Source: an optimization exercise on an open RTL-to-GDS flow (aim: small area). Production flows keep margins and buffers that such runs may drop.
No functional check of the RTL was part of any run shown here.

--- flow/design.v ---
module sqrt_u32 (
    input  wire        clk,
    input  wire        rst_n,
    input  wire        valid_in,
    input  wire [31:0] data_i,
    output wire        valid_out,
    output wire [15:0] data_o
);
    reg [1:0] v;
    always @(posedge clk or negedge rst_n)
        if (!rst_n) v <= 2'd0;
        else v <= {v[0], valid_in};
    assign valid_out = v[1];
    wire [31:0] x0_d, x0;
    wire [1:0] r1_d, r1;
    wire [0:0] q1_d, q1;
    wire [29:0] x1_d, x1;
    wire [2:0] r2_d, r2;
    wire [1:0] q2_d, q2;
    wire [27:0] x2_d, x2;
    wire [3:0] r3_d, r3;
    wire [2:0] q3_d, q3;
    wire [25:0] x3_d, x3;
    wire [4:0] r4_d, r4;
    wire [3:0] q4_d, q4;
    wire [23:0] x4_d, x4;
    wire [5:0] r5_d, r5;
    wire [4:0] q5_d, q5;
    wire [21:0] x5_d, x5;
    wire [6:0] r6_d, r6;
    wire [5:0] q6_d, q6;
    wire [19:0] x6_d, x6;
    wire [7:0] r7_d, r7;
    wire [6:0] q7_d, q7;
    wire [17:0] x7_d, x7;
    wire [8:0] r8_d, r8;
    wire [7:0] q8_d, q8;
    wire [15:0] x8_d, x8;
    wire [9:0] r9_d, r9;
    wire [8:0] q9_d, q9;
    wire [13:0] x9_d, x9;
    wire [10:0] r10_d, r10;
    wire [9:0] q10_d, q10;
    wire [11:0] x10_d, x10;
    wire [11:0] r11_d, r11;
    wire [10:0] q11_d, q11;
    wire [9:0] x11_d, x11;
    wire [12:0] r12_d, r12;
    wire [11:0] q12_d, q12;
    wire [7:0] x12_d, x12;
    wire [13:0] r13_d, r13;
    wire [12:0] q13_d, q13;
    wire [5:0] x13_d, x13;
    wire [14:0] r14_d, r14;
    wire [13:0] q14_d, q14;
    wire [3:0] x14_d, x14;
    wire [14:0] q15_d, q15;
    wire [1:0] x15_d, x15;
    wire [15:0] q16_d, q16;
    assign x0_d = data_i;
    assign x0 = x0_d;
    assign r1 = r1_d;
    assign q1 = q1_d;
    assign x1 = x1_d;
    assign r2 = r2_d;
    assign q2 = q2_d;
    assign x2 = x2_d;
    assign r3 = r3_d;
    assign q3 = q3_d;
    assign x3 = x3_d;
    assign r4 = r4_d;
    assign q4 = q4_d;
    assign x4 = x4_d;
    assign r5 = r5_d;
    assign q5 = q5_d;
    assign x5 = x5_d;
    assign r6 = r6_d;
    assign q6 = q6_d;
    assign x6 = x6_d;
    reg  [7:0] r7_q;
    reg  [6:0] q7_q;
    reg  [17:0] x7_q;
    always @(posedge clk) begin
        r7_q <= r7_d;
        q7_q <= q7_d;
        x7_q <= x7_d;
    end
    assign r7 = r7_q;
    assign q7 = q7_q;
    assign x7 = x7_q;
    assign r8 = r8_d;
    assign q8 = q8_d;
    assign x8 = x8_d;
    assign r9 = r9_d;
    assign q9 = q9_d;
    assign x9 = x9_d;
    assign r10 = r10_d;
    assign q10 = q10_d;
    assign x10 = x10_d;
    assign r11 = r11_d;
    assign q11 = q11_d;
    assign x11 = x11_d;
    reg  [12:0] r12_q;
    reg  [11:0] q12_q;
    reg  [7:0] x12_q;
    always @(posedge clk) begin
        r12_q <= r12_d;
        q12_q <= q12_d;
        x12_q <= x12_d;
    end
    assign r12 = r12_q;
    assign q12 = q12_q;
    assign x12 = x12_q;
    assign r13 = r13_d;
    assign q13 = q13_d;
    assign x13 = x13_d;
    assign r14 = r14_d;
    assign q14 = q14_d;
    assign x14 = x14_d;
    assign q15 = q15_d;
    assign x15 = x15_d;
    assign q16 = q16_d;
    wire [1:0] t0 = x0[31:30];
    wire [2:0] d0 = {1'b0, t0} - 3'd1;
    wire ge0 = ~d0[2];
    assign r1_d = ge0 ? d0[1:0] : t0[1:0];
    assign x1_d = x0[29:0];
    assign q1_d = ge0;
    wire [3:0] t1 = {r1, x1[29:28]};
    wire [4:0] c1;
    wire [3:0] d1;
    wire [3:0] n1 = {1'b1, ~q1, 2'b10};
    assign c1[0] = 1'b1;
    assign d1[0] = t1[0] ^ n1[0] ^ c1[0];
    assign c1[1] = (t1[0] & n1[0]) | (t1[0] & c1[0]) | (n1[0] & c1[0]);
    assign d1[1] = t1[1] ^ n1[1] ^ c1[1];
    assign c1[2] = (t1[1] & n1[1]) | (t1[1] & c1[1]) | (n1[1] & c1[1]);
    assign d1[2] = t1[2] ^ n1[2] ^ c1[2];
    assign c1[3] = (t1[2] & n1[2]) | (t1[2] & c1[2]) | (n1[2] & c1[2]);
    assign d1[3] = t1[3] ^ n1[3] ^ c1[3];
    assign c1[4] = (t1[3] & n1[3]) | (t1[3] & c1[3]) | (n1[3] & c1[3]);
    wire ge1 = c1[4];
    assign r2_d = ge1 ? d1[2:0] : t1[2:0];
    assign x2_d = x1[27:0];
    assign q2_d = {q1, ge1};
    wire [4:0] t2 = {r2, x2[27:26]};
    wire [5:0] c2;
    wire [4:0] d2;
    wire [4:0] n2 = {1'b1, ~q2, 2'b10};
    assign c2[0] = 1'b1;
    assign d2[0] = t2[0] ^ n2[0] ^ c2[0];
    assign c2[1] = (t2[0] & n2[0]) | (t2[0] & c2[0]) | (n2[0] & c2[0]);
    assign d2[1] = t2[1] ^ n2[1] ^ c2[1];
    assign c2[2] = (t2[1] & n2[1]) | (t2[1] & c2[1]) | (n2[1] & c2[1]);
    assign d2[2] = t2[2] ^ n2[2] ^ c2[2];
    assign c2[3] = (t2[2] & n2[2]) | (t2[2] & c2[2]) | (n2[2] & c2[2]);
    assign d2[3] = t2[3] ^ n2[3] ^ c2[3];
    assign c2[4] = (t2[3] & n2[3]) | (t2[3] & c2[3]) | (n2[3] & c2[3]);
    assign d2[4] = t2[4] ^ n2[4] ^ c2[4];
    assign c2[5] = (t2[4] & n2[4]) | (t2[4] & c2[4]) | (n2[4] & c2[4]);
    wire ge2 = c2[5];
    assign r3_d = ge2 ? d2[3:0] : t2[3:0];
    assign x3_d = x2[25:0];
    assign q3_d = {q2, ge2};
    wire [5:0] t3 = {r3, x3[25:24]};
    wire [6:0] c3;
    wire [5:0] d3;
    wire [5:0] n3 = {1'b1, ~q3, 2'b10};
    assign c3[0] = 1'b1;
    assign d3[0] = t3[0] ^ n3[0] ^ c3[0];
    assign c3[1] = (t3[0] & n3[0]) | (t3[0] & c3[0]) | (n3[0] & c3[0]);
    assign d3[1] = t3[1] ^ n3[1] ^ c3[1];
    assign c3[2] = (t3[1] & n3[1]) | (t3[1] & c3[1]) | (n3[1] & c3[1]);
    assign d3[2] = t3[2] ^ n3[2] ^ c3[2];
    assign c3[3] = (t3[2] & n3[2]) | (t3[2] & c3[2]) | (n3[2] & c3[2]);
    assign d3[3] = t3[3] ^ n3[3] ^ c3[3];
    assign c3[4] = (t3[3] & n3[3]) | (t3[3] & c3[3]) | (n3[3] & c3[3]);
    assign d3[4] = t3[4] ^ n3[4] ^ c3[4];
    assign c3[5] = (t3[4] & n3[4]) | (t3[4] & c3[4]) | (n3[4] & c3[4]);
    assign d3[5] = t3[5] ^ n3[5] ^ c3[5];
    assign c3[6] = (t3[5] & n3[5]) | (t3[5] & c3[5]) | (n3[5] & c3[5]);
    wire ge3 = c3[6];
    assign r4_d = ge3 ? d3[4:0] : t3[4:0];
    assign x4_d = x3[23:0];
    assign q4_d = {q3, ge3};
    wire [6:0] t4 = {r4, x4[23:22]};
    wire [7:0] c4;
    wire [6:0] d4;
    wire [6:0] n4 = {1'b1, ~q4, 2'b10};
    assign c4[0] = 1'b1;
    assign d4[0] = t4[0] ^ n4[0] ^ c4[0];
    assign c4[1] = (t4[0] & n4[0]) | (t4[0] & c4[0]) | (n4[0] & c4[0]);
    assign d4[1] = t4[1] ^ n4[1] ^ c4[1];
    assign c4[2] = (t4[1] & n4[1]) | (t4[1] & c4[1]) | (n4[1] & c4[1]);
    assign d4[2] = t4[2] ^ n4[2] ^ c4[2];
    assign c4[3] = (t4[2] & n4[2]) | (t4[2] & c4[2]) | (n4[2] & c4[2]);
    assign d4[3] = t4[3] ^ n4[3] ^ c4[3];
    assign c4[4] = (t4[3] & n4[3]) | (t4[3] & c4[3]) | (n4[3] & c4[3]);
    assign d4[4] = t4[4] ^ n4[4] ^ c4[4];
    assign c4[5] = (t4[4] & n4[4]) | (t4[4] & c4[4]) | (n4[4] & c4[4]);
    assign d4[5] = t4[5] ^ n4[5] ^ c4[5];
    assign c4[6] = (t4[5] & n4[5]) | (t4[5] & c4[5]) | (n4[5] & c4[5]);
    assign d4[6] = t4[6] ^ n4[6] ^ c4[6];
    assign c4[7] = (t4[6] & n4[6]) | (t4[6] & c4[6]) | (n4[6] & c4[6]);
    wire ge4 = c4[7];
    assign r5_d = ge4 ? d4[5:0] : t4[5:0];
    assign x5_d = x4[21:0];
    assign q5_d = {q4, ge4};
    wire [7:0] t5 = {r5, x5[21:20]};
    wire [8:0] c5;
    wire [7:0] d5;
    wire [7:0] n5 = {1'b1, ~q5, 2'b10};
    assign c5[0] = 1'b1;
    assign d5[0] = t5[0] ^ n5[0] ^ c5[0];
    assign c5[1] = (t5[0] & n5[0]) | (t5[0] & c5[0]) | (n5[0] & c5[0]);
    assign d5[1] = t5[1] ^ n5[1] ^ c5[1];
    assign c5[2] = (t5[1] & n5[1]) | (t5[1] & c5[1]) | (n5[1] & c5[1]);
    assign d5[2] = t5[2] ^ n5[2] ^ c5[2];
    assign c5[3] = (t5[2] & n5[2]) | (t5[2] & c5[2]) | (n5[2] & c5[2]);
    assign d5[3] = t5[3] ^ n5[3] ^ c5[3];
    assign c5[4] = (t5[3] & n5[3]) | (t5[3] & c5[3]) | (n5[3] & c5[3]);
    assign d5[4] = t5[4] ^ n5[4] ^ c5[4];
    assign c5[5] = (t5[4] & n5[4]) | (t5[4] & c5[4]) | (n5[4] & c5[4]);
    assign d5[5] = t5[5] ^ n5[5] ^ c5[5];
    assign c5[6] = (t5[5] & n5[5]) | (t5[5] & c5[5]) | (n5[5] & c5[5]);
    assign d5[6] = t5[6] ^ n5[6] ^ c5[6];
    assign c5[7] = (t5[6] & n5[6]) | (t5[6] & c5[6]) | (n5[6] & c5[6]);
    assign d5[7] = t5[7] ^ n5[7] ^ c5[7];
    assign c5[8] = (t5[7] & n5[7]) | (t5[7] & c5[7]) | (n5[7] & c5[7]);
    wire ge5 = c5[8];
    assign r6_d = ge5 ? d5[6:0] : t5[6:0];
    assign x6_d = x5[19:0];
    assign q6_d = {q5, ge5};
    wire [8:0] t6 = {r6, x6[19:18]};
    wire [9:0] c6;
    wire [8:0] d6;
    wire [8:0] n6 = {1'b1, ~q6, 2'b10};
    assign c6[0] = 1'b1;
    assign d6[0] = t6[0] ^ n6[0] ^ c6[0];
    assign c6[1] = (t6[0] & n6[0]) | (t6[0] & c6[0]) | (n6[0] & c6[0]);
    assign d6[1] = t6[1] ^ n6[1] ^ c6[1];
    assign c6[2] = (t6[1] & n6[1]) | (t6[1] & c6[1]) | (n6[1] & c6[1]);
    assign d6[2] = t6[2] ^ n6[2] ^ c6[2];
    assign c6[3] = (t6[2] & n6[2]) | (t6[2] & c6[2]) | (n6[2] & c6[2]);
    assign d6[3] = t6[3] ^ n6[3] ^ c6[3];
    assign c6[4] = (t6[3] & n6[3]) | (t6[3] & c6[3]) | (n6[3] & c6[3]);
    assign d6[4] = t6[4] ^ n6[4] ^ c6[4];
    assign c6[5] = (t6[4] & n6[4]) | (t6[4] & c6[4]) | (n6[4] & c6[4]);
    assign d6[5] = t6[5] ^ n6[5] ^ c6[5];
    assign c6[6] = (t6[5] & n6[5]) | (t6[5] & c6[5]) | (n6[5] & c6[5]);
    assign d6[6] = t6[6] ^ n6[6] ^ c6[6];
    assign c6[7] = (t6[6] & n6[6]) | (t6[6] & c6[6]) | (n6[6] & c6[6]);
    assign d6[7] = t6[7] ^ n6[7] ^ c6[7];
    assign c6[8] = (t6[7] & n6[7]) | (t6[7] & c6[7]) | (n6[7] & c6[7]);
    assign d6[8] = t6[8] ^ n6[8] ^ c6[8];
    assign c6[9] = (t6[8] & n6[8]) | (t6[8] & c6[8]) | (n6[8] & c6[8]);
    wire ge6 = c6[9];
    assign r7_d = ge6 ? d6[7:0] : t6[7:0];
    assign x7_d = x6[17:0];
    assign q7_d = {q6, ge6};
    wire [9:0] t7 = {r7, x7[17:16]};
    wire [10:0] c7;
    wire [9:0] d7;
    wire [9:0] n7 = {1'b1, ~q7, 2'b10};
    assign c7[0] = 1'b1;
    assign d7[0] = t7[0] ^ n7[0] ^ c7[0];
    assign c7[1] = (t7[0] & n7[0]) | (t7[0] & c7[0]) | (n7[0] & c7[0]);
    assign d7[1] = t7[1] ^ n7[1] ^ c7[1];
    assign c7[2] = (t7[1] & n7[1]) | (t7[1] & c7[1]) | (n7[1] & c7[1]);
    assign d7[2] = t7[2] ^ n7[2] ^ c7[2];
    assign c7[3] = (t7[2] & n7[2]) | (t7[2] & c7[2]) | (n7[2] & c7[2]);
    assign d7[3] = t7[3] ^ n7[3] ^ c7[3];
    assign c7[4] = (t7[3] & n7[3]) | (t7[3] & c7[3]) | (n7[3] & c7[3]);
    assign d7[4] = t7[4] ^ n7[4] ^ c7[4];
    assign c7[5] = (t7[4] & n7[4]) | (t7[4] & c7[4]) | (n7[4] & c7[4]);
    assign d7[5] = t7[5] ^ n7[5] ^ c7[5];
    assign c7[6] = (t7[5] & n7[5]) | (t7[5] & c7[5]) | (n7[5] & c7[5]);
    assign d7[6] = t7[6] ^ n7[6] ^ c7[6];
    assign c7[7] = (t7[6] & n7[6]) | (t7[6] & c7[6]) | (n7[6] & c7[6]);
    assign d7[7] = t7[7] ^ n7[7] ^ c7[7];
    assign c7[8] = (t7[7] & n7[7]) | (t7[7] & c7[7]) | (n7[7] & c7[7]);
    assign d7[8] = t7[8] ^ n7[8] ^ c7[8];
    assign c7[9] = (t7[8] & n7[8]) | (t7[8] & c7[8]) | (n7[8] & c7[8]);
    assign d7[9] = t7[9] ^ n7[9] ^ c7[9];
    assign c7[10] = (t7[9] & n7[9]) | (t7[9] & c7[9]) | (n7[9] & c7[9]);
    wire ge7 = c7[10];
    assign r8_d = ge7 ? d7[8:0] : t7[8:0];
    assign x8_d = x7[15:0];
    assign q8_d = {q7, ge7};
    wire [10:0] t8 = {r8, x8[15:14]};
    wire [11:0] c8;
    wire [10:0] d8;
    wire [10:0] n8 = {1'b1, ~q8, 2'b10};
    assign c8[0] = 1'b1;
    assign d8[0] = t8[0] ^ n8[0] ^ c8[0];
    assign c8[1] = (t8[0] & n8[0]) | (t8[0] & c8[0]) | (n8[0] & c8[0]);
    assign d8[1] = t8[1] ^ n8[1] ^ c8[1];
    assign c8[2] = (t8[1] & n8[1]) | (t8[1] & c8[1]) | (n8[1] & c8[1]);
    assign d8[2] = t8[2] ^ n8[2] ^ c8[2];
    assign c8[3] = (t8[2] & n8[2]) | (t8[2] & c8[2]) | (n8[2] & c8[2]);
    assign d8[3] = t8[3] ^ n8[3] ^ c8[3];
    assign c8[4] = (t8[3] & n8[3]) | (t8[3] & c8[3]) | (n8[3] & c8[3]);
    assign d8[4] = t8[4] ^ n8[4] ^ c8[4];
    assign c8[5] = (t8[4] & n8[4]) | (t8[4] & c8[4]) | (n8[4] & c8[4]);
    assign d8[5] = t8[5] ^ n8[5] ^ c8[5];
    assign c8[6] = (t8[5] & n8[5]) | (t8[5] & c8[5]) | (n8[5] & c8[5]);
    assign d8[6] = t8[6] ^ n8[6] ^ c8[6];
    assign c8[7] = (t8[6] & n8[6]) | (t8[6] & c8[6]) | (n8[6] & c8[6]);
    assign d8[7] = t8[7] ^ n8[7] ^ c8[7];
    assign c8[8] = (t8[7] & n8[7]) | (t8[7] & c8[7]) | (n8[7] & c8[7]);
    assign d8[8] = t8[8] ^ n8[8] ^ c8[8];
    assign c8[9] = (t8[8] & n8[8]) | (t8[8] & c8[8]) | (n8[8] & c8[8]);
    assign d8[9] = t8[9] ^ n8[9] ^ c8[9];
    assign c8[10] = (t8[9] & n8[9]) | (t8[9] & c8[9]) | (n8[9] & c8[9]);
    assign d8[10] = t8[10] ^ n8[10] ^ c8[10];
    assign c8[11] = (t8[10] & n8[10]) | (t8[10] & c8[10]) | (n8[10] & c8[10]);
    wire ge8 = c8[11];
    assign r9_d = ge8 ? d8[9:0] : t8[9:0];
    assign x9_d = x8[13:0];
    assign q9_d = {q8, ge8};
    wire [11:0] t9 = {r9, x9[13:12]};
    wire [12:0] c9;
    wire [11:0] d9;
    wire [11:0] n9 = {1'b1, ~q9, 2'b10};
    assign c9[0] = 1'b1;
    assign d9[0] = t9[0] ^ n9[0] ^ c9[0];
    assign c9[1] = (t9[0] & n9[0]) | (t9[0] & c9[0]) | (n9[0] & c9[0]);
    assign d9[1] = t9[1] ^ n9[1] ^ c9[1];
    assign c9[2] = (t9[1] & n9[1]) | (t9[1] & c9[1]) | (n9[1] & c9[1]);
    assign d9[2] = t9[2] ^ n9[2] ^ c9[2];
    assign c9[3] = (t9[2] & n9[2]) | (t9[2] & c9[2]) | (n9[2] & c9[2]);
    assign d9[3] = t9[3] ^ n9[3] ^ c9[3];
    assign c9[4] = (t9[3] & n9[3]) | (t9[3] & c9[3]) | (n9[3] & c9[3]);
    assign d9[4] = t9[4] ^ n9[4] ^ c9[4];
    assign c9[5] = (t9[4] & n9[4]) | (t9[4] & c9[4]) | (n9[4] & c9[4]);
    assign d9[5] = t9[5] ^ n9[5] ^ c9[5];
    assign c9[6] = (t9[5] & n9[5]) | (t9[5] & c9[5]) | (n9[5] & c9[5]);
    assign d9[6] = t9[6] ^ n9[6] ^ c9[6];
    assign c9[7] = (t9[6] & n9[6]) | (t9[6] & c9[6]) | (n9[6] & c9[6]);
    assign d9[7] = t9[7] ^ n9[7] ^ c9[7];
    assign c9[8] = (t9[7] & n9[7]) | (t9[7] & c9[7]) | (n9[7] & c9[7]);
    assign d9[8] = t9[8] ^ n9[8] ^ c9[8];
    assign c9[9] = (t9[8] & n9[8]) | (t9[8] & c9[8]) | (n9[8] & c9[8]);
    assign d9[9] = t9[9] ^ n9[9] ^ c9[9];
    assign c9[10] = (t9[9] & n9[9]) | (t9[9] & c9[9]) | (n9[9] & c9[9]);
    assign d9[10] = t9[10] ^ n9[10] ^ c9[10];
    assign c9[11] = (t9[10] & n9[10]) | (t9[10] & c9[10]) | (n9[10] & c9[10]);
    assign d9[11] = t9[11] ^ n9[11] ^ c9[11];
    assign c9[12] = (t9[11] & n9[11]) | (t9[11] & c9[11]) | (n9[11] & c9[11]);
    wire ge9 = c9[12];
    assign r10_d = ge9 ? d9[10:0] : t9[10:0];
    assign x10_d = x9[11:0];
    assign q10_d = {q9, ge9};
    wire [12:0] t10 = {r10, x10[11:10]};
    wire [13:0] c10;
    wire [12:0] d10;
    wire [12:0] n10 = {1'b1, ~q10, 2'b10};
    assign c10[0] = 1'b1;
    assign d10[0] = t10[0] ^ n10[0] ^ c10[0];
    assign c10[1] = (t10[0] & n10[0]) | (t10[0] & c10[0]) | (n10[0] & c10[0]);
    assign d10[1] = t10[1] ^ n10[1] ^ c10[1];
    assign c10[2] = (t10[1] & n10[1]) | (t10[1] & c10[1]) | (n10[1] & c10[1]);
    assign d10[2] = t10[2] ^ n10[2] ^ c10[2];
    assign c10[3] = (t10[2] & n10[2]) | (t10[2] & c10[2]) | (n10[2] & c10[2]);
    assign d10[3] = t10[3] ^ n10[3] ^ c10[3];
    assign c10[4] = (t10[3] & n10[3]) | (t10[3] & c10[3]) | (n10[3] & c10[3]);
    assign d10[4] = t10[4] ^ n10[4] ^ c10[4];
    assign c10[5] = (t10[4] & n10[4]) | (t10[4] & c10[4]) | (n10[4] & c10[4]);
    assign d10[5] = t10[5] ^ n10[5] ^ c10[5];
    assign c10[6] = (t10[5] & n10[5]) | (t10[5] & c10[5]) | (n10[5] & c10[5]);
    assign d10[6] = t10[6] ^ n10[6] ^ c10[6];
    assign c10[7] = (t10[6] & n10[6]) | (t10[6] & c10[6]) | (n10[6] & c10[6]);
    assign d10[7] = t10[7] ^ n10[7] ^ c10[7];
    assign c10[8] = (t10[7] & n10[7]) | (t10[7] & c10[7]) | (n10[7] & c10[7]);
    assign d10[8] = t10[8] ^ n10[8] ^ c10[8];
    assign c10[9] = (t10[8] & n10[8]) | (t10[8] & c10[8]) | (n10[8] & c10[8]);
    assign d10[9] = t10[9] ^ n10[9] ^ c10[9];
    assign c10[10] = (t10[9] & n10[9]) | (t10[9] & c10[9]) | (n10[9] & c10[9]);
    assign d10[10] = t10[10] ^ n10[10] ^ c10[10];
    assign c10[11] = (t10[10] & n10[10]) | (t10[10] & c10[10]) | (n10[10] & c10[10]);
    assign d10[11] = t10[11] ^ n10[11] ^ c10[11];
    assign c10[12] = (t10[11] & n10[11]) | (t10[11] & c10[11]) | (n10[11] & c10[11]);
    assign d10[12] = t10[12] ^ n10[12] ^ c10[12];
    assign c10[13] = (t10[12] & n10[12]) | (t10[12] & c10[12]) | (n10[12] & c10[12]);
    wire ge10 = c10[13];
    assign r11_d = ge10 ? d10[11:0] : t10[11:0];
    assign x11_d = x10[9:0];
    assign q11_d = {q10, ge10};
    wire [13:0] t11 = {r11, x11[9:8]};
    wire [14:0] c11;
    wire [13:0] d11;
    wire [13:0] n11 = {1'b1, ~q11, 2'b10};
    assign c11[0] = 1'b1;
    assign d11[0] = t11[0] ^ n11[0] ^ c11[0];
    assign c11[1] = (t11[0] & n11[0]) | (t11[0] & c11[0]) | (n11[0] & c11[0]);
    assign d11[1] = t11[1] ^ n11[1] ^ c11[1];
    assign c11[2] = (t11[1] & n11[1]) | (t11[1] & c11[1]) | (n11[1] & c11[1]);
    assign d11[2] = t11[2] ^ n11[2] ^ c11[2];
    assign c11[3] = (t11[2] & n11[2]) | (t11[2] & c11[2]) | (n11[2] & c11[2]);
    assign d11[3] = t11[3] ^ n11[3] ^ c11[3];
    assign c11[4] = (t11[3] & n11[3]) | (t11[3] & c11[3]) | (n11[3] & c11[3]);
    assign d11[4] = t11[4] ^ n11[4] ^ c11[4];
    assign c11[5] = (t11[4] & n11[4]) | (t11[4] & c11[4]) | (n11[4] & c11[4]);
    assign d11[5] = t11[5] ^ n11[5] ^ c11[5];
    assign c11[6] = (t11[5] & n11[5]) | (t11[5] & c11[5]) | (n11[5] & c11[5]);
    assign d11[6] = t11[6] ^ n11[6] ^ c11[6];
    assign c11[7] = (t11[6] & n11[6]) | (t11[6] & c11[6]) | (n11[6] & c11[6]);
    assign d11[7] = t11[7] ^ n11[7] ^ c11[7];
    assign c11[8] = (t11[7] & n11[7]) | (t11[7] & c11[7]) | (n11[7] & c11[7]);
    assign d11[8] = t11[8] ^ n11[8] ^ c11[8];
    assign c11[9] = (t11[8] & n11[8]) | (t11[8] & c11[8]) | (n11[8] & c11[8]);
    assign d11[9] = t11[9] ^ n11[9] ^ c11[9];
    assign c11[10] = (t11[9] & n11[9]) | (t11[9] & c11[9]) | (n11[9] & c11[9]);
    assign d11[10] = t11[10] ^ n11[10] ^ c11[10];
    assign c11[11] = (t11[10] & n11[10]) | (t11[10] & c11[10]) | (n11[10] & c11[10]);
    assign d11[11] = t11[11] ^ n11[11] ^ c11[11];
    assign c11[12] = (t11[11] & n11[11]) | (t11[11] & c11[11]) | (n11[11] & c11[11]);
    assign d11[12] = t11[12] ^ n11[12] ^ c11[12];
    assign c11[13] = (t11[12] & n11[12]) | (t11[12] & c11[12]) | (n11[12] & c11[12]);
    assign d11[13] = t11[13] ^ n11[13] ^ c11[13];
    assign c11[14] = (t11[13] & n11[13]) | (t11[13] & c11[13]) | (n11[13] & c11[13]);
    wire ge11 = c11[14];
    assign r12_d = ge11 ? d11[12:0] : t11[12:0];
    assign x12_d = x11[7:0];
    assign q12_d = {q11, ge11};
    wire [14:0] t12 = {r12, x12[7:6]};
    wire [15:0] c12;
    wire [14:0] d12;
    wire [14:0] n12 = {1'b1, ~q12, 2'b10};
    assign c12[0] = 1'b1;
    assign d12[0] = t12[0] ^ n12[0] ^ c12[0];
    assign c12[1] = (t12[0] & n12[0]) | (t12[0] & c12[0]) | (n12[0] & c12[0]);
    assign d12[1] = t12[1] ^ n12[1] ^ c12[1];
    assign c12[2] = (t12[1] & n12[1]) | (t12[1] & c12[1]) | (n12[1] & c12[1]);
    assign d12[2] = t12[2] ^ n12[2] ^ c12[2];
    assign c12[3] = (t12[2] & n12[2]) | (t12[2] & c12[2]) | (n12[2] & c12[2]);
    assign d12[3] = t12[3] ^ n12[3] ^ c12[3];
    assign c12[4] = (t12[3] & n12[3]) | (t12[3] & c12[3]) | (n12[3] & c12[3]);
    assign d12[4] = t12[4] ^ n12[4] ^ c12[4];
    assign c12[5] = (t12[4] & n12[4]) | (t12[4] & c12[4]) | (n12[4] & c12[4]);
    assign d12[5] = t12[5] ^ n12[5] ^ c12[5];
    assign c12[6] = (t12[5] & n12[5]) | (t12[5] & c12[5]) | (n12[5] & c12[5]);
    assign d12[6] = t12[6] ^ n12[6] ^ c12[6];
    assign c12[7] = (t12[6] & n12[6]) | (t12[6] & c12[6]) | (n12[6] & c12[6]);
    assign d12[7] = t12[7] ^ n12[7] ^ c12[7];
    assign c12[8] = (t12[7] & n12[7]) | (t12[7] & c12[7]) | (n12[7] & c12[7]);
    assign d12[8] = t12[8] ^ n12[8] ^ c12[8];
    assign c12[9] = (t12[8] & n12[8]) | (t12[8] & c12[8]) | (n12[8] & c12[8]);
    assign d12[9] = t12[9] ^ n12[9] ^ c12[9];
    assign c12[10] = (t12[9] & n12[9]) | (t12[9] & c12[9]) | (n12[9] & c12[9]);
    assign d12[10] = t12[10] ^ n12[10] ^ c12[10];
    assign c12[11] = (t12[10] & n12[10]) | (t12[10] & c12[10]) | (n12[10] & c12[10]);
    assign d12[11] = t12[11] ^ n12[11] ^ c12[11];
    assign c12[12] = (t12[11] & n12[11]) | (t12[11] & c12[11]) | (n12[11] & c12[11]);
    assign d12[12] = t12[12] ^ n12[12] ^ c12[12];
    assign c12[13] = (t12[12] & n12[12]) | (t12[12] & c12[12]) | (n12[12] & c12[12]);
    assign d12[13] = t12[13] ^ n12[13] ^ c12[13];
    assign c12[14] = (t12[13] & n12[13]) | (t12[13] & c12[13]) | (n12[13] & c12[13]);
    assign d12[14] = t12[14] ^ n12[14] ^ c12[14];
    assign c12[15] = (t12[14] & n12[14]) | (t12[14] & c12[14]) | (n12[14] & c12[14]);
    wire ge12 = c12[15];
    assign r13_d = ge12 ? d12[13:0] : t12[13:0];
    assign x13_d = x12[5:0];
    assign q13_d = {q12, ge12};
    wire [15:0] t13 = {r13, x13[5:4]};
    wire [16:0] c13;
    wire [15:0] d13;
    wire [15:0] n13 = {1'b1, ~q13, 2'b10};
    assign c13[0] = 1'b1;
    assign d13[0] = t13[0] ^ n13[0] ^ c13[0];
    assign c13[1] = (t13[0] & n13[0]) | (t13[0] & c13[0]) | (n13[0] & c13[0]);
    assign d13[1] = t13[1] ^ n13[1] ^ c13[1];
    assign c13[2] = (t13[1] & n13[1]) | (t13[1] & c13[1]) | (n13[1] & c13[1]);
    assign d13[2] = t13[2] ^ n13[2] ^ c13[2];
    assign c13[3] = (t13[2] & n13[2]) | (t13[2] & c13[2]) | (n13[2] & c13[2]);
    assign d13[3] = t13[3] ^ n13[3] ^ c13[3];
    assign c13[4] = (t13[3] & n13[3]) | (t13[3] & c13[3]) | (n13[3] & c13[3]);
    assign d13[4] = t13[4] ^ n13[4] ^ c13[4];
    assign c13[5] = (t13[4] & n13[4]) | (t13[4] & c13[4]) | (n13[4] & c13[4]);
    assign d13[5] = t13[5] ^ n13[5] ^ c13[5];
    assign c13[6] = (t13[5] & n13[5]) | (t13[5] & c13[5]) | (n13[5] & c13[5]);
    assign d13[6] = t13[6] ^ n13[6] ^ c13[6];
    assign c13[7] = (t13[6] & n13[6]) | (t13[6] & c13[6]) | (n13[6] & c13[6]);
    assign d13[7] = t13[7] ^ n13[7] ^ c13[7];
    assign c13[8] = (t13[7] & n13[7]) | (t13[7] & c13[7]) | (n13[7] & c13[7]);
    assign d13[8] = t13[8] ^ n13[8] ^ c13[8];
    assign c13[9] = (t13[8] & n13[8]) | (t13[8] & c13[8]) | (n13[8] & c13[8]);
    assign d13[9] = t13[9] ^ n13[9] ^ c13[9];
    assign c13[10] = (t13[9] & n13[9]) | (t13[9] & c13[9]) | (n13[9] & c13[9]);
    assign d13[10] = t13[10] ^ n13[10] ^ c13[10];
    assign c13[11] = (t13[10] & n13[10]) | (t13[10] & c13[10]) | (n13[10] & c13[10]);
    assign d13[11] = t13[11] ^ n13[11] ^ c13[11];
    assign c13[12] = (t13[11] & n13[11]) | (t13[11] & c13[11]) | (n13[11] & c13[11]);
    assign d13[12] = t13[12] ^ n13[12] ^ c13[12];
    assign c13[13] = (t13[12] & n13[12]) | (t13[12] & c13[12]) | (n13[12] & c13[12]);
    assign d13[13] = t13[13] ^ n13[13] ^ c13[13];
    assign c13[14] = (t13[13] & n13[13]) | (t13[13] & c13[13]) | (n13[13] & c13[13]);
    assign d13[14] = t13[14] ^ n13[14] ^ c13[14];
    assign c13[15] = (t13[14] & n13[14]) | (t13[14] & c13[14]) | (n13[14] & c13[14]);
    assign d13[15] = t13[15] ^ n13[15] ^ c13[15];
    assign c13[16] = (t13[15] & n13[15]) | (t13[15] & c13[15]) | (n13[15] & c13[15]);
    wire ge13 = c13[16];
    assign r14_d = ge13 ? d13[14:0] : t13[14:0];
    assign x14_d = x13[3:0];
    assign q14_d = {q13, ge13};
    wire [16:0] t14 = {r14, x14[3:2]};
    wire [17:0] c14;
    wire [16:0] d14;
    wire [16:0] n14 = {1'b1, ~q14, 2'b10};
    assign c14[0] = 1'b1;
    assign d14[0] = t14[0] ^ n14[0] ^ c14[0];
    assign c14[1] = (t14[0] & n14[0]) | (t14[0] & c14[0]) | (n14[0] & c14[0]);
    assign d14[1] = t14[1] ^ n14[1] ^ c14[1];
    assign c14[2] = (t14[1] & n14[1]) | (t14[1] & c14[1]) | (n14[1] & c14[1]);
    assign d14[2] = t14[2] ^ n14[2] ^ c14[2];
    assign c14[3] = (t14[2] & n14[2]) | (t14[2] & c14[2]) | (n14[2] & c14[2]);
    assign d14[3] = t14[3] ^ n14[3] ^ c14[3];
    assign c14[4] = (t14[3] & n14[3]) | (t14[3] & c14[3]) | (n14[3] & c14[3]);
    assign d14[4] = t14[4] ^ n14[4] ^ c14[4];
    assign c14[5] = (t14[4] & n14[4]) | (t14[4] & c14[4]) | (n14[4] & c14[4]);
    assign d14[5] = t14[5] ^ n14[5] ^ c14[5];
    assign c14[6] = (t14[5] & n14[5]) | (t14[5] & c14[5]) | (n14[5] & c14[5]);
    assign d14[6] = t14[6] ^ n14[6] ^ c14[6];
    assign c14[7] = (t14[6] & n14[6]) | (t14[6] & c14[6]) | (n14[6] & c14[6]);
    assign d14[7] = t14[7] ^ n14[7] ^ c14[7];
    assign c14[8] = (t14[7] & n14[7]) | (t14[7] & c14[7]) | (n14[7] & c14[7]);
    assign d14[8] = t14[8] ^ n14[8] ^ c14[8];
    assign c14[9] = (t14[8] & n14[8]) | (t14[8] & c14[8]) | (n14[8] & c14[8]);
    assign d14[9] = t14[9] ^ n14[9] ^ c14[9];
    assign c14[10] = (t14[9] & n14[9]) | (t14[9] & c14[9]) | (n14[9] & c14[9]);
    assign d14[10] = t14[10] ^ n14[10] ^ c14[10];
    assign c14[11] = (t14[10] & n14[10]) | (t14[10] & c14[10]) | (n14[10] & c14[10]);
    assign d14[11] = t14[11] ^ n14[11] ^ c14[11];
    assign c14[12] = (t14[11] & n14[11]) | (t14[11] & c14[11]) | (n14[11] & c14[11]);
    assign d14[12] = t14[12] ^ n14[12] ^ c14[12];
    assign c14[13] = (t14[12] & n14[12]) | (t14[12] & c14[12]) | (n14[12] & c14[12]);
    assign d14[13] = t14[13] ^ n14[13] ^ c14[13];
    assign c14[14] = (t14[13] & n14[13]) | (t14[13] & c14[13]) | (n14[13] & c14[13]);
    assign d14[14] = t14[14] ^ n14[14] ^ c14[14];
    assign c14[15] = (t14[14] & n14[14]) | (t14[14] & c14[14]) | (n14[14] & c14[14]);
    assign d14[15] = t14[15] ^ n14[15] ^ c14[15];
    assign c14[16] = (t14[15] & n14[15]) | (t14[15] & c14[15]) | (n14[15] & c14[15]);
    assign d14[16] = t14[16] ^ n14[16] ^ c14[16];
    assign c14[17] = (t14[16] & n14[16]) | (t14[16] & c14[16]) | (n14[16] & c14[16]);
    wire ge14 = c14[17];
    assign q15_d = {q14, ge14};
    wire [17:0] a1_a = {d14[15:0], x14[1:0]};
    wire [17:0] a1_n = ~({1'b0, q14, 3'b101});
    wire [18:0] a1_c;
    assign a1_c[0] = 1'b1;
    assign a1_c[1] = (a1_a[0] & a1_n[0]) | (a1_a[0] & a1_c[0]) | (a1_n[0] & a1_c[0]);
    assign a1_c[2] = (a1_a[1] & a1_n[1]) | (a1_a[1] & a1_c[1]) | (a1_n[1] & a1_c[1]);
    assign a1_c[3] = (a1_a[2] & a1_n[2]) | (a1_a[2] & a1_c[2]) | (a1_n[2] & a1_c[2]);
    assign a1_c[4] = (a1_a[3] & a1_n[3]) | (a1_a[3] & a1_c[3]) | (a1_n[3] & a1_c[3]);
    assign a1_c[5] = (a1_a[4] & a1_n[4]) | (a1_a[4] & a1_c[4]) | (a1_n[4] & a1_c[4]);
    assign a1_c[6] = (a1_a[5] & a1_n[5]) | (a1_a[5] & a1_c[5]) | (a1_n[5] & a1_c[5]);
    assign a1_c[7] = (a1_a[6] & a1_n[6]) | (a1_a[6] & a1_c[6]) | (a1_n[6] & a1_c[6]);
    assign a1_c[8] = (a1_a[7] & a1_n[7]) | (a1_a[7] & a1_c[7]) | (a1_n[7] & a1_c[7]);
    assign a1_c[9] = (a1_a[8] & a1_n[8]) | (a1_a[8] & a1_c[8]) | (a1_n[8] & a1_c[8]);
    assign a1_c[10] = (a1_a[9] & a1_n[9]) | (a1_a[9] & a1_c[9]) | (a1_n[9] & a1_c[9]);
    assign a1_c[11] = (a1_a[10] & a1_n[10]) | (a1_a[10] & a1_c[10]) | (a1_n[10] & a1_c[10]);
    assign a1_c[12] = (a1_a[11] & a1_n[11]) | (a1_a[11] & a1_c[11]) | (a1_n[11] & a1_c[11]);
    assign a1_c[13] = (a1_a[12] & a1_n[12]) | (a1_a[12] & a1_c[12]) | (a1_n[12] & a1_c[12]);
    assign a1_c[14] = (a1_a[13] & a1_n[13]) | (a1_a[13] & a1_c[13]) | (a1_n[13] & a1_c[13]);
    assign a1_c[15] = (a1_a[14] & a1_n[14]) | (a1_a[14] & a1_c[14]) | (a1_n[14] & a1_c[14]);
    assign a1_c[16] = (a1_a[15] & a1_n[15]) | (a1_a[15] & a1_c[15]) | (a1_n[15] & a1_c[15]);
    assign a1_c[17] = (a1_a[16] & a1_n[16]) | (a1_a[16] & a1_c[16]) | (a1_n[16] & a1_c[16]);
    assign a1_c[18] = (a1_a[17] & a1_n[17]) | (a1_a[17] & a1_c[17]) | (a1_n[17] & a1_c[17]);
    wire a1 = a1_c[18];
    wire [17:0] a0_a = {t14[15:0], x14[1:0]};
    wire [17:0] a0_n = ~({1'b0, q14, 3'b001});
    wire [18:0] a0_c;
    assign a0_c[0] = 1'b1;
    assign a0_c[1] = (a0_a[0] & a0_n[0]) | (a0_a[0] & a0_c[0]) | (a0_n[0] & a0_c[0]);
    assign a0_c[2] = (a0_a[1] & a0_n[1]) | (a0_a[1] & a0_c[1]) | (a0_n[1] & a0_c[1]);
    assign a0_c[3] = (a0_a[2] & a0_n[2]) | (a0_a[2] & a0_c[2]) | (a0_n[2] & a0_c[2]);
    assign a0_c[4] = (a0_a[3] & a0_n[3]) | (a0_a[3] & a0_c[3]) | (a0_n[3] & a0_c[3]);
    assign a0_c[5] = (a0_a[4] & a0_n[4]) | (a0_a[4] & a0_c[4]) | (a0_n[4] & a0_c[4]);
    assign a0_c[6] = (a0_a[5] & a0_n[5]) | (a0_a[5] & a0_c[5]) | (a0_n[5] & a0_c[5]);
    assign a0_c[7] = (a0_a[6] & a0_n[6]) | (a0_a[6] & a0_c[6]) | (a0_n[6] & a0_c[6]);
    assign a0_c[8] = (a0_a[7] & a0_n[7]) | (a0_a[7] & a0_c[7]) | (a0_n[7] & a0_c[7]);
    assign a0_c[9] = (a0_a[8] & a0_n[8]) | (a0_a[8] & a0_c[8]) | (a0_n[8] & a0_c[8]);
    assign a0_c[10] = (a0_a[9] & a0_n[9]) | (a0_a[9] & a0_c[9]) | (a0_n[9] & a0_c[9]);
    assign a0_c[11] = (a0_a[10] & a0_n[10]) | (a0_a[10] & a0_c[10]) | (a0_n[10] & a0_c[10]);
    assign a0_c[12] = (a0_a[11] & a0_n[11]) | (a0_a[11] & a0_c[11]) | (a0_n[11] & a0_c[11]);
    assign a0_c[13] = (a0_a[12] & a0_n[12]) | (a0_a[12] & a0_c[12]) | (a0_n[12] & a0_c[12]);
    assign a0_c[14] = (a0_a[13] & a0_n[13]) | (a0_a[13] & a0_c[13]) | (a0_n[13] & a0_c[13]);
    assign a0_c[15] = (a0_a[14] & a0_n[14]) | (a0_a[14] & a0_c[14]) | (a0_n[14] & a0_c[14]);
    assign a0_c[16] = (a0_a[15] & a0_n[15]) | (a0_a[15] & a0_c[15]) | (a0_n[15] & a0_c[15]);
    assign a0_c[17] = (a0_a[16] & a0_n[16]) | (a0_a[16] & a0_c[16]) | (a0_n[16] & a0_c[16]);
    assign a0_c[18] = (a0_a[17] & a0_n[17]) | (a0_a[17] & a0_c[17]) | (a0_n[17] & a0_c[17]);
    wire a0 = a0_c[18];
    wire ge15 = ge14 ? a1 : a0;
    assign q16_d = {q15, ge15};
    assign data_o = q16;
endmodule
--- flow/flow/run.sh ---
#!/bin/bash
# Standard layout (standard.sh), with these changes:
# - synthesis skips Yosys's full-adder extraction (ADDER_MAP_FILE empty), so ABC maps the
#   carry chains itself; the registers are the standard synthesis's.
# - input and output ports get the smallest buffer (buf_1) instead of ORFS's default pick.
export BUFFER_PORTS_ARGS="-buffer_cell sky130_fd_sc_hd__buf_1"
set -euo pipefail
export ADDER_MAP_FILE=
bash standard.sh > standard.log 2>&1
--- flow/standard.sh ---
#!/bin/bash
# synth_recipe.tcl (not shown) runs the flow's synth.tcl, then flattens the netlist and writes it again
# the make line also repeats each setting of config.mk as NAME=value (left out here)
make -C /OpenROAD-flow-scripts/flow DESIGN_CONFIG=/design/flow/config.mk WORK_HOME=/design/flow/orfs CLKGATE_MAP_FILE= SYNTH_SCRIPT=/design/flow/synth_recipe.tcl "${@:-finish}"
--- flow/config.mk ---
export PLATFORM = sky130hd
export DESIGN_NAME = sqrt_u32
export DESIGN_NICKNAME = sqrt_u32
export VERILOG_FILES = /design/flow/design.v
export SDC_FILE = /design/flow/constraint.sdc
export NUM_CORES = 4
export LEC_CHECK = 0
export ABC_AREA = 1
export CAP_MARGIN = 20
export CORE_MARGIN = 2
export CORE_UTILIZATION = 65
export PLACE_DENSITY = 0.75
export SLEW_MARGIN = 20
--- flow/constraint.sdc ---
create_clock -name core_clock -period 9.0 [get_ports {clk}]
set_input_delay 1.8000 -clock core_clock [delete_from_list [all_inputs] [get_ports {clk}]]
set_output_delay 1.8000 -clock core_clock [all_outputs]
set_load 0.01 [all_outputs]
==> key figures, run 1 <==
Routing
  – Drt pass-1 iters: 7
  – Initial DRC count: around 840
  – DR WL/cell: between 15 and 20 um
  – DRT Wirelength: 22.6 mm
  – Residual DRC: 0
  – Via count: ~8000
  – ANT nets after route: 0
  – Avg Vias per Cell: roughly 5.6

Place
  – Gpl congestion: 0.855
  – Placed insts: 1361
  – Port bufs: 51
  – Pre-CTS setup slack: -0.151 ns
  – Detailed placement HPWL: 12.3 mm

Critical path
  – Arrival time worst endpoint: 8.61 ns
  – Endpoint of the worst-slack reg-to-reg timing path: r12_q[12]
  – CP most frequent cell: nand2_2
  – R2R Setup Slk: 0.86 ns
  – Buf/Inv on CP: 8
  – Slowest cell on crit path: o221ai_1
  – Worst Setup End Kind: output pin
  – Worst setup SP type: flip-flop
  – CP delay by family, top: simple AND/OR/NAND/NOR gates
  – Kind of critical path: flip-flop to output pin
  – CP max FO: 7
  – WP data required: just over 7 ns
  – Reg-to-Reg Start: q7_q[0]
  – Max incr delay on CP: 0.40 ns
  – Worst reg2reg path depth: between 80 and 90

Floorplan
  – I/O pin count: between 50 and 60
  – Die W: roughly 110 um
  – Core Rows: 37
  – Initial Utilization: about two thirds
  – DIE AREA: 11600 um^2
  – Total core area: 10400 um^2
  – Die span in y: 108 um

Worst hold path
  – Hold path depth: 0
  – Hold_sp: x7_q[6]
  – Hold Path Class: flip-flop to flip-flop
  – Hold EP: x12_q[6]

STA
  – Max Clk Rate: 0.0960 GHz
  – Clock Skews: 0.0160 ns
  – Ratio of final minimum period to clock period: 116%
  – Tmin final: approximately 10 ns
  – Worst slew margin: roughly 46%
  – Fin. Hold Viols: 0
  – Sum Neg Setup Slack: -2.41 ns
  – Final Slew Violations: 0
  – Final setup viols: 2
  – Slew @ Worst Pin: just over 0.8 ns
  – Final worst slack: -1.41 ns
  – RSZ-0062 raised after global routing: true

Layout
  – Final Util: about 82%
  – FILL cells: around 740
  – Final std cells w/o fill: 1462
  – Area growth from synthesis to layout: 22.3%
  – Share of layout cells above drive strength 1: between 20% and 30%
  – Final-stage net count: around 1400

Clock network
  – CTS tree: yes
  – Clock Latency Late Sink: around 0.37 ns
  – Root buf cell: clkbuf_8
  – Clk sink count: between 60 and 70
  – Clock transition at path regs: around 0.090 ns
  – Bufs on Longest Clock Path: 2
  – Num CTS Buffers: 9
  – H-tree levels: 3

Logic synthesis
  – Synthesized flop and latch total: between 60 and 70
  – Share of the synthesized area in the top cell type: between 20% and 30%
  – Post-Syn Area per Cell: 5.90 um^2
  – Netlist area before placement: 6970 um^2
  – Most numerous cell in the Yosys netlist: nand2_1
  – Number of flops mapped to enable cells by yosys: 0
  – Synth Instances: roughly 1200
  – Distinct cells, synth: 48
  – Yosys warning count: 1
  – Area leader, netlist: nand2_1
  – Top post-synthesis cells by area: nand2_1 (26%), dfxtp_1 (19%), xor2_1 (7.5%)
  – Seq/Total Area, Yosys: around a fifth
  – Asr flop ratio synth: under 10%
  – Ys flop type: dfxtp_1
  – Synth cell count leaders: nand2_1 (478), inv_1 (130), nand3_1 (67), o21ai_0 (67), dfxtp_1 (66)
  – Syn Nets: between 1000 and 1500

GRT
  – Largest net degree at the start of global routing: 21
  – Initial antenna violation count: 1
  – Overflow after GRT: 0
  – Total Routing Usage GR: approximately 31%
  – Vias in the first global route: around 6800
  – First-pass GRT wire length: about 29 mm

Run
  – # Max-Cap Violations: 0

Run status
  – Blocking Checks: negative setup slack
  – Status: finished with violations
[cells in the final DEF (no fill, tap or decap), drive strengths merged, types with 2 or more instances in the layout]
cell	Yosys	final
clkbuf	4	9
o21ai	78	78
o21bai	4	4
nand3b	2	2
nand3	75	75
maj3	2	2
mux2i	2	2
nor2	47	47
dfrtp	2	2
buf	17	149
nand2	562	562
clkinvlp	0	2
dfxtp	66	66
a21oi	28	28
or2	34	34
xnor2	34	34
o221ai	5	5
o211ai	7	7
o22ai	6	6
inv	133	138
nand4	2	2
clkinv	3	2
xor2	60	60
[worst register-to-register path, delay by kind of cell (launching register included)]
family	cells	cell delay (ns)
compound gates	4	1.06
buf+inv	1	0.12
flops	1	0.55
simple gates	77	6.33
[per-stage QoR]
step | area (um^2) | hold WS (ns)
finish | 8530 | 0.337
CTS | 8040 | 0.337
global placement | 7300 | 0.311
floorplan | 6970 | 0.310
detailed placement | 7300 | 0.317
global route | 8530 | 0.342
[registers in the layout, indices dropped and copies added (netlist names)]
register,flops
x7_q,18
q7_q,7
r12_q,13
x12_q,8
r7_q,8
v,2
q12_q,12
[metal layers]
layer	vias up	part of all wire (%)	global-route usage, %
met1	3605	37	35.1
li1	3960	-	-
met2	445	45	56.6
met5	-	0	0
met4	0	7.0	12.6
met3	165	11	5.02
[cell families (layout without fill, tap and decap cells)]
kind of cell    count (synthesis)  count (layout)  share of synthesized area, %
other cells                     0               1                             0
xor+xnor                       94              94                          11.8
flops                          68              68                          19.7
simple gates                  725             725                          47.4
mux                             2               2                         0.287
fa+ha+maj                       2               2                         0.287
buf+inv                       157             301                          9.53
compound gates                133             133                          11.0
[final cells by class]
class,count,area (um^2),area share (%)
Multi-Input combinational cell,956,5290,62.0
Sequential cell,68,1380,16.2
Timing Repair Buffer,149,953,11.2
Inverter,136,523,6.13
Tap cell,136,170,2.00
Clock buffer,9,124,1.45
Clock inverter,7,82.6,0.968
Antenna cell,1,2.50,0.0293
[repair_timing]
action,in CTS,in global routing
pin swaps,33,75
setup buffers,61,27
setup endpoints to repair,2,10
gates resized for setup,28,106
hold buffers,0,0
[worst max-delay path by stage]
| stage | start | endpoint | slack [ns] | depth (start not counted) |
|---|---|---|---|---|
| floorplan | q12_q[0] | data_o[0] | 0.77 | 73 |
| global placement | x12_q[6] | data_o[0] | 0.1 | 76 |
| detailed placement | x12_q[6] | data_o[0] | -0.15 | 77 |
| CTS | q12_q[0] | data_o[0] | 0.00009 | 76 |
| global route | q12_q[0] | data_o[0] | -1.98 | 66 |
| finish | q12_q[0] | data_o[0] | -1.41 | 66 |
==> inputs of run 2 (changes only) <==
--- a/flow/design.v
+++ b/flow/design.v
@@ -54,6 +54,7 @@
     wire [14:0] r14_d, r14;
     wire [13:0] q14_d, q14;
     wire [3:0] x14_d, x14;
+    wire [15:0] r15_d, r15;
     wire [14:0] q15_d, q15;
     wire [1:0] x15_d, x15;
     wire [15:0] q16_d, q16;
@@ -117,6 +118,7 @@
     assign r14 = r14_d;
     assign q14 = q14_d;
     assign x14 = x14_d;
+    assign r15 = r15_d;
     assign q15 = q15_d;
     assign x15 = x15_d;
     assign q16 = q16_d;
@@ -543,54 +545,51 @@
     assign d14[16] = t14[16] ^ n14[16] ^ c14[16];
     assign c14[17] = (t14[16] & n14[16]) | (t14[16] & c14[16]) | (n14[16] & c14[16]);
     wire ge14 = c14[17];
+    assign r15_d = ge14 ? d14[15:0] : t14[15:0];
+    assign x15_d = x14[1:0];
     assign q15_d = {q14, ge14};
-    wire [17:0] a1_a = {d14[15:0], x14[1:0]};
-    wire [17:0] a1_n = ~({1'b0, q14, 3'b101});
-    wire [18:0] a1_c;
-    assign a1_c[0] = 1'b1;
-    assign a1_c[1] = (a1_a[0] & a1_n[0]) | (a1_a[0] & a1_c[0]) | (a1_n[0] & a1_c[0]);
-    assign a1_c[2] = (a1_a[1] & a1_n[1]) | (a1_a[1] & a1_c[1]) | (a1_n[1] & a1_c[1]);
-    assign a1_c[3] = (a1_a[2] & a1_n[2]) | (a1_a[2] & a1_c[2]) | (a1_n[2] & a1_c[2]);
-    assign a1_c[4] = (a1_a[3] & a1_n[3]) | (a1_a[3] & a1_c[3]) | (a1_n[3] & a1_c[3]);
-    assign a1_c[5] = (a1_a[4] & a1_n[4]) | (a1_a[4] & a1_c[4]) | (a1_n[4] & a1_c[4]);
-    assign a1_c[6] = (a1_a[5] & a1_n[5]) | (a1_a[5] & a1_c[5]) | (a1_n[5] & a1_c[5]);
-    assign a1_c[7] = (a1_a[6] & a1_n[6]) | (a1_a[6] & a1_c[6]) | (a1_n[6] & a1_c[6]);
-    assign a1_c[8] = (a1_a[7] & a1_n[7]) | (a1_a[7] & a1_c[7]) | (a1_n[7] & a1_c[7]);
-    assign a1_c[9] = (a1_a[8] & a1_n[8]) | (a1_a[8] & a1_c[8]) | (a1_n[8] & a1_c[8]);
-    assign a1_c[10] = (a1_a[9] & a1_n[9]) | (a1_a[9] & a1_c[9]) | (a1_n[9] & a1_c[9]);
-    assign a1_c[11] = (a1_a[10] & a1_n[10]) | (a1_a[10] & a1_c[10]) | (a1_n[10] & a1_c[10]);
-    assign a1_c[12] = (a1_a[11] & a1_n[11]) | (a1_a[11] & a1_c[11]) | (a1_n[11] & a1_c[11]);
-    assign a1_c[13] = (a1_a[12] & a1_n[12]) | (a1_a[12] & a1_c[12]) | (a1_n[12] & a1_c[12]);
-    assign a1_c[14] = (a1_a[13] & a1_n[13]) | (a1_a[13] & a1_c[13]) | (a1_n[13] & a1_c[13]);
-    assign a1_c[15] = (a1_a[14] & a1_n[14]) | (a1_a[14] & a1_c[14]) | (a1_n[14] & a1_c[14]);
-    assign a1_c[16] = (a1_a[15] & a1_n[15]) | (a1_a[15] & a1_c[15]) | (a1_n[15] & a1_c[15]);
-    assign a1_c[17] = (a1_a[16] & a1_n[16]) | (a1_a[16] & a1_c[16]) | (a1_n[16] & a1_c[16]);
-    assign a1_c[18] = (a1_a[17] & a1_n[17]) | (a1_a[17] & a1_c[17]) | (a1_n[17] & a1_c[17]);
-    wire a1 = a1_c[18];
-    wire [17:0] a0_a = {t14[15:0], x14[1:0]};
-    wire [17:0] a0_n = ~({1'b0, q14, 3'b001});
-    wire [18:0] a0_c;
-    assign a0_c[0] = 1'b1;
-    assign a0_c[1] = (a0_a[0] & a0_n[0]) | (a0_a[0] & a0_c[0]) | (a0_n[0] & a0_c[0]);
-    assign a0_c[2] = (a0_a[1] & a0_n[1]) | (a0_a[1] & a0_c[1]) | (a0_n[1] & a0_c[1]);
-    assign a0_c[3] = (a0_a[2] & a0_n[2]) | (a0_a[2] & a0_c[2]) | (a0_n[2] & a0_c[2]);
-    assign a0_c[4] = (a0_a[3] & a0_n[3]) | (a0_a[3] & a0_c[3]) | (a0_n[3] & a0_c[3]);
-    assign a0_c[5] = (a0_a[4] & a0_n[4]) | (a0_a[4] & a0_c[4]) | (a0_n[4] & a0_c[4]);
-    assign a0_c[6] = (a0_a[5] & a0_n[5]) | (a0_a[5] & a0_c[5]) | (a0_n[5] & a0_c[5]);
-    assign a0_c[7] = (a0_a[6] & a0_n[6]) | (a0_a[6] & a0_c[6]) | (a0_n[6] & a0_c[6]);
-    assign a0_c[8] = (a0_a[7] & a0_n[7]) | (a0_a[7] & a0_c[7]) | (a0_n[7] & a0_c[7]);
-    assign a0_c[9] = (a0_a[8] & a0_n[8]) | (a0_a[8] & a0_c[8]) | (a0_n[8] & a0_c[8]);
-    assign a0_c[10] = (a0_a[9] & a0_n[9]) | (a0_a[9] & a0_c[9]) | (a0_n[9] & a0_c[9]);
-    assign a0_c[11] = (a0_a[10] & a0_n[10]) | (a0_a[10] & a0_c[10]) | (a0_n[10] & a0_c[10]);
-    assign a0_c[12] = (a0_a[11] & a0_n[11]) | (a0_a[11] & a0_c[11]) | (a0_n[11] & a0_c[11]);
-    assign a0_c[13] = (a0_a[12] & a0_n[12]) | (a0_a[12] & a0_c[12]) | (a0_n[12] & a0_c[12]);
-    assign a0_c[14] = (a0_a[13] & a0_n[13]) | (a0_a[13] & a0_c[13]) | (a0_n[13] & a0_c[13]);
-    assign a0_c[15] = (a0_a[14] & a0_n[14]) | (a0_a[14] & a0_c[14]) | (a0_n[14] & a0_c[14]);
-    assign a0_c[16] = (a0_a[15] & a0_n[15]) | (a0_a[15] & a0_c[15]) | (a0_n[15] & a0_c[15]);
-    assign a0_c[17] = (a0_a[16] & a0_n[16]) | (a0_a[16] & a0_c[16]) | (a0_n[16] & a0_c[16]);
-    assign a0_c[18] = (a0_a[17] & a0_n[17]) | (a0_a[17] & a0_c[17]) | (a0_n[17] & a0_c[17]);
-    wire a0 = a0_c[18];
-    wire ge15 = ge14 ? a1 : a0;
+    wire [17:0] t15 = {r15, x15[1:0]};
+    wire [18:0] c15;
+    wire [17:0] d15;
+    wire [17:0] n15 = {1'b1, ~q15, 2'b10};
+    assign c15[0] = 1'b1;
+    assign d15[0] = t15[0] ^ n15[0] ^ c15[0];
+    assign c15[1] = (t15[0] & n15[0]) | (t15[0] & c15[0]) | (n15[0] & c15[0]);
+    assign d15[1] = t15[1] ^ n15[1] ^ c15[1];
+    assign c15[2] = (t15[1] & n15[1]) | (t15[1] & c15[1]) | (n15[1] & c15[1]);
+    assign d15[2] = t15[2] ^ n15[2] ^ c15[2];
+    assign c15[3] = (t15[2] & n15[2]) | (t15[2] & c15[2]) | (n15[2] & c15[2]);
+    assign d15[3] = t15[3] ^ n15[3] ^ c15[3];
+    assign c15[4] = (t15[3] & n15[3]) | (t15[3] & c15[3]) | (n15[3] & c15[3]);
+    assign d15[4] = t15[4] ^ n15[4] ^ c15[4];
+    assign c15[5] = (t15[4] & n15[4]) | (t15[4] & c15[4]) | (n15[4] & c15[4]);
+    assign d15[5] = t15[5] ^ n15[5] ^ c15[5];
+    assign c15[6] = (t15[5] & n15[5]) | (t15[5] & c15[5]) | (n15[5] & c15[5]);
+    assign d15[6] = t15[6] ^ n15[6] ^ c15[6];
+    assign c15[7] = (t15[6] & n15[6]) | (t15[6] & c15[6]) | (n15[6] & c15[6]);
+    assign d15[7] = t15[7] ^ n15[7] ^ c15[7];
+    assign c15[8] = (t15[7] & n15[7]) | (t15[7] & c15[7]) | (n15[7] & c15[7]);
+    assign d15[8] = t15[8] ^ n15[8] ^ c15[8];
+    assign c15[9] = (t15[8] & n15[8]) | (t15[8] & c15[8]) | (n15[8] & c15[8]);
+    assign d15[9] = t15[9] ^ n15[9] ^ c15[9];
+    assign c15[10] = (t15[9] & n15[9]) | (t15[9] & c15[9]) | (n15[9] & c15[9]);
+    assign d15[10] = t15[10] ^ n15[10] ^ c15[10];
+    assign c15[11] = (t15[10] & n15[10]) | (t15[10] & c15[10]) | (n15[10] & c15[10]);
+    assign d15[11] = t15[11] ^ n15[11] ^ c15[11];
+    assign c15[12] = (t15[11] & n15[11]) | (t15[11] & c15[11]) | (n15[11] & c15[11]);
+    assign d15[12] = t15[12] ^ n15[12] ^ c15[12];
+    assign c15[13] = (t15[12] & n15[12]) | (t15[12] & c15[12]) | (n15[12] & c15[12]);
+    assign d15[13] = t15[13] ^ n15[13] ^ c15[13];
+    assign c15[14] = (t15[13] & n15[13]) | (t15[13] & c15[13]) | (n15[13] & c15[13]);
+    assign d15[14] = t15[14] ^ n15[14] ^ c15[14];
+    assign c15[15] = (t15[14] & n15[14]) | (t15[14] & c15[14]) | (n15[14] & c15[14]);
+    assign d15[15] = t15[15] ^ n15[15] ^ c15[15];
+    assign c15[16] = (t15[15] & n15[15]) | (t15[15] & c15[15]) | (n15[15] & c15[15]);
+    assign d15[16] = t15[16] ^ n15[16] ^ c15[16];
+    assign c15[17] = (t15[16] & n15[16]) | (t15[16] & c15[16]) | (n15[16] & c15[16]);
+    assign d15[17] = t15[17] ^ n15[17] ^ c15[17];
+    assign c15[18] = (t15[17] & n15[17]) | (t15[17] & c15[17]) | (n15[17] & c15[17]);
+    wire ge15 = c15[18];
     assign q16_d = {q15, ge15};
     assign data_o = q16;
 endmodule
==> flow/flow/run.sh (replaced) <==
#!/bin/bash
# Standard layout, but synthesis skips Yosys's full-adder extraction (ADDER_MAP_FILE empty),
# so ABC maps the carry chains itself; registers and everything else are as standard.
set -euo pipefail
export ADDER_MAP_FILE=
bash standard.sh > standard.log 2>&1
--- a/flow/config.mk
+++ b/flow/config.mk
@@ -8,6 +8,5 @@
 export ABC_AREA = 1
 export CAP_MARGIN = 20
 export CORE_MARGIN = 2
-export CORE_UTILIZATION = 65
-export PLACE_DENSITY = 0.75
+export CORE_UTILIZATION = 40
 export SLEW_MARGIN = 20
==> run 2 against run 1 <==
- the layout still fails its checks (negative setup slack)
- non-clock buffer count fell by 23
- wire length fell by 22%
- via count decreased by 13%
- final cell count grew 3.3%
- flip-flop and latch count stayed put
- fmax increased by 15%
- critical path depth rose by 18
- sequential share of layout area decreased by 0.59 points
- worst setup slack improved by 1.4 ns
==> key figures, run 2 <==
Logic synthesis
  – Synth Instances: between 1000 and 1500
  – Ys flop type: dfxtp_1
  – Area leader, netlist: nand2_1
  – Compound-Gate Fraction of Synth Area: under 10%
  – Share of the synthesized area in the top cell type: about a quarter
  – Yosys warning count: 1
  – Post-Syn Area per Cell: between 6 and 7 um^2
  – Distinct cells, synth: 44
  – Post-Synth Simple-Gate Area: between 40% and 50%
  – Netlist area before placement: 6990 um^2
  – XOR/XNOR share of the synthesized area: between 10% and 20%
  – Syn Nets: 1198
  – Asr flop ratio synth: a little under 3%
  – Multiplexer share of the synthesized area: less than 1%
  – Adder-Cell Fraction of Synth Area: 0%
  – Seq/Total Area, Yosys: about a fifth
  – Top post-synthesis cells by area: nand2_1 (25%), dfxtp_1 (19%), nand2_2 (9.4%)
  – Most numerous cell in the Yosys netlist: nand2_1
  – Number of flops mapped to enable cells by yosys: 0
  – Largest family of logic cells by synthesized area: simple AND/OR/NAND/NOR gates
  – Synthesized flop and latch total: 68
  – Synth cell count leaders: nand2_1 (470), inv_1 (110), nand2_2 (105)

GRT
  – First-pass GRT wire length: ~29 mm
  – Overflow after GRT: 0
  – Initial antenna violation count: 0
  – Largest net degree at the start of global routing: 19
  – Total Routing Usage GR: roughly 20%
  – Vias in the first global route: about 6400

STA
  – Fin. Hold Viols: 0
  – Slew @ Worst Pin: around 0.83 ns
  – Final setup viols: 1
  – Max Clk Rate: about 0.11 GHz
  – Worst slew margin: 44.7%
  – Sum Neg Setup Slack: -0.0292 ns
  – Final Slew Violations: 0
  – RSZ-0062 raised after global routing: true
  – Tmin final: 9.03 ns
  – Ratio of final minimum period to clock period: 100%
  – Final worst slack: -0.0292 ns
  – Clock Skews: 0.0191 ns

Run
  – # Max-Cap Violations: 0

Layout
  – Final Util: between 50% and 60%
  – Final std cells w/o fill: roughly 1500
  – Final-stage net count: about 1300
  – Commonest non-fill, non-tap cell in the layout: nand2_1
  – Top reg by flops: x7_q
  – Final instance area: roughly 8800 um^2
  – Number of flip-flops in the largest register: 18
  – FILL cells: roughly 1700
  – # diodes: 0
  – Most frequent cells in the layout: nand2_1 (428), nand2_2 (144), inv_1 (107)
  – Share of layout cells above drive strength 1: around a quarter
  – Biggest regs: x7_q (18), r12_q (13), q12_q (12)
  – Area growth from synthesis to layout: 26.0%

Critical path
  – Arrival time worst endpoint: 7.23 ns
  – Worst Setup End Kind: output pin
  – Kind of critical path: flip-flop to output pin
  – CP most frequent cell: nand2_2
  – Buf/Inv on CP: 18
  – Worst setup SP type: flip-flop
  – Max incr delay on CP: between 0.3 and 0.4 ns
  – Slowest cell on crit path: dfxtp_2
  – CP delay by family, top: simple AND/OR/NAND/NOR gates
  – WP data required: roughly 7 ns
  – CP max FO: 7

Run status
  – Status: finished with violations
  – Blocking Checks: negative setup slack

Worst hold path
  – Hold Path Class: flip-flop to flip-flop

Clock network
  – Clock Latency Late Sink: approximately 0.35 ns
  – Root buf cell: clkbuf_16
  – Clk sink count: 68
  – Num CTS Buffers: 9
  – Bufs on Longest Clock Path: 2
  – H-tree levels: 3
  – Clock transition at path regs: around 0.070 ns
  – CTS tree: yes
  – Hold Buf Count CTS: 0

Routing
  – Avg Vias per Cell: 4.71
  – Via count: ~7100
  – ANT nets after route: 0
  – Residual DRC: 0
  – DRT Wirelength: around 18 mm
  – Initial DRC count: ~350
  – Drt pass-1 iters: 5
  – DR WL/cell: about 12 um

Floorplan
  – Total core area: around 17000 um^2
  – Die W: roughly 140 um
  – Core Rows: 48
  – Initial Utilization: roughly two fifths
  – DIE AREA: roughly 19000 um^2
  – I/O pin count: 52
  – Die span in y: between 100 and 150 um

Place
  – Placed insts: between 1000 and 1500
  – Post-DP Area: between 7000 and 8000 um^2
  – Pre-CTS setup slack: -0.135 ns
  – Detailed placement HPWL: roughly 14 mm
  – Port bufs: between 50 and 60
  – Gpl congestion: 0.833
run 2: cell count changes after synthesis, moves of 5 or more:
cell	previous run	this run
a21oi_1	25	12
xor2_1	60	72
nand3_1	67	58
nor2_1	47	30
nand2_1	478	470
o221ai_1	5	0
inv_1	130	110
or2_2	27	35
nand2_2	63	105
nand2_4	19	14
o21ai_2	2	11
run 2: worst paths after layout:
kind	startpoint	end	slack, ns	depth (start not counted)
max in group asynchronous	rst_n	v[0]	7.27	1
worst min register to register	x7_q[0]	x12_q[0]	0.31	0
worst min-delay path	x7_q[0]	x12_q[0]	0.31	0
min in group asynchronous	rst_n	v[1]	1.62	1
worst max register to register	q7_q[0]	r12_q[8]	0.88	87
worst max-delay path	q12_q[1]	data_o[0]	-0.03	84
run 2: metal layers:
layer | routed length [um] | global-route usage [%] | up-vias
li1 | - | - | 3842
met1 | 7860 | 22.8 | 3125
met2 | 8810 | 35.5 | 104
met3 | 512 | 3.32 | 37
met4 | 502 | 7.35 | 0
met5 | 0 | 0 | -
run 2: repair_timing:
item                       CTS  global route
pin swaps                    8            42
setup endpoints to repair    1            10
setup buffers               17            11
gates resized for setup     28            72
gates cloned                 1             0
run 2: stage by stage:
| step | hold slack (ns) |
|---|---|
| finish | 0.309 |
| global route | 0.318 |
| detailed placement | 0.314 |
| floorplan | 0.310 |
| global placement | 0.312 |
| CTS | 0.313 |
run 2: layout make-up:
| type | count | area [um^2] | share of cell area, % |
|---|---|---|---|
| inverter | 119 | 460 | 5.23 |
| timing repair buffer | 126 | 1090 | 12.3 |
| sequential | 68 | 1380 | 15.6 |
| clock buffer | 11 | 243 | 2.76 |
| clock inverter | 5 | 85.1 | 0.966 |
| tap | 225 | 282 | 3.20 |
| multi-input combinational | 956 | 5280 | 59.9 |
run 2: logic make-up after synthesis:
logic type,Yosys count
mux,4
xor+xnor,104
simple gates,732
flops,68
compound gates,115
buf+inv,140

[what the ideal ports hide]
How much do the figures lean on ideal ports? The routed layouts below were timed once more, with nothing changed but the port constraints. Step 1 sets driving cells, clkbuf_16 on the clock port and buf_2 on the other inputs (assumed; they add their load-dependent delay and slew). Step 2 adds t to the input delays and takes it off the output delays; t is the mean of the earliest and latest rising clock arrival at the registers after step 1. Input paths then give back, and output paths get back, about the clock's delay inside the block. Three values: ideal, step 1, step 2; two values: the first two.
run	t, ns	setup WS [ns]	clock arrival spread, ns	cell pins on the clock port's net
run 1	0.401	-1.412 / -1.449 / -1.048	0.017 / 0.016	1
run 2	0.385	-0.029 / -0.070 / 0.315	0.019 / 0.019	1
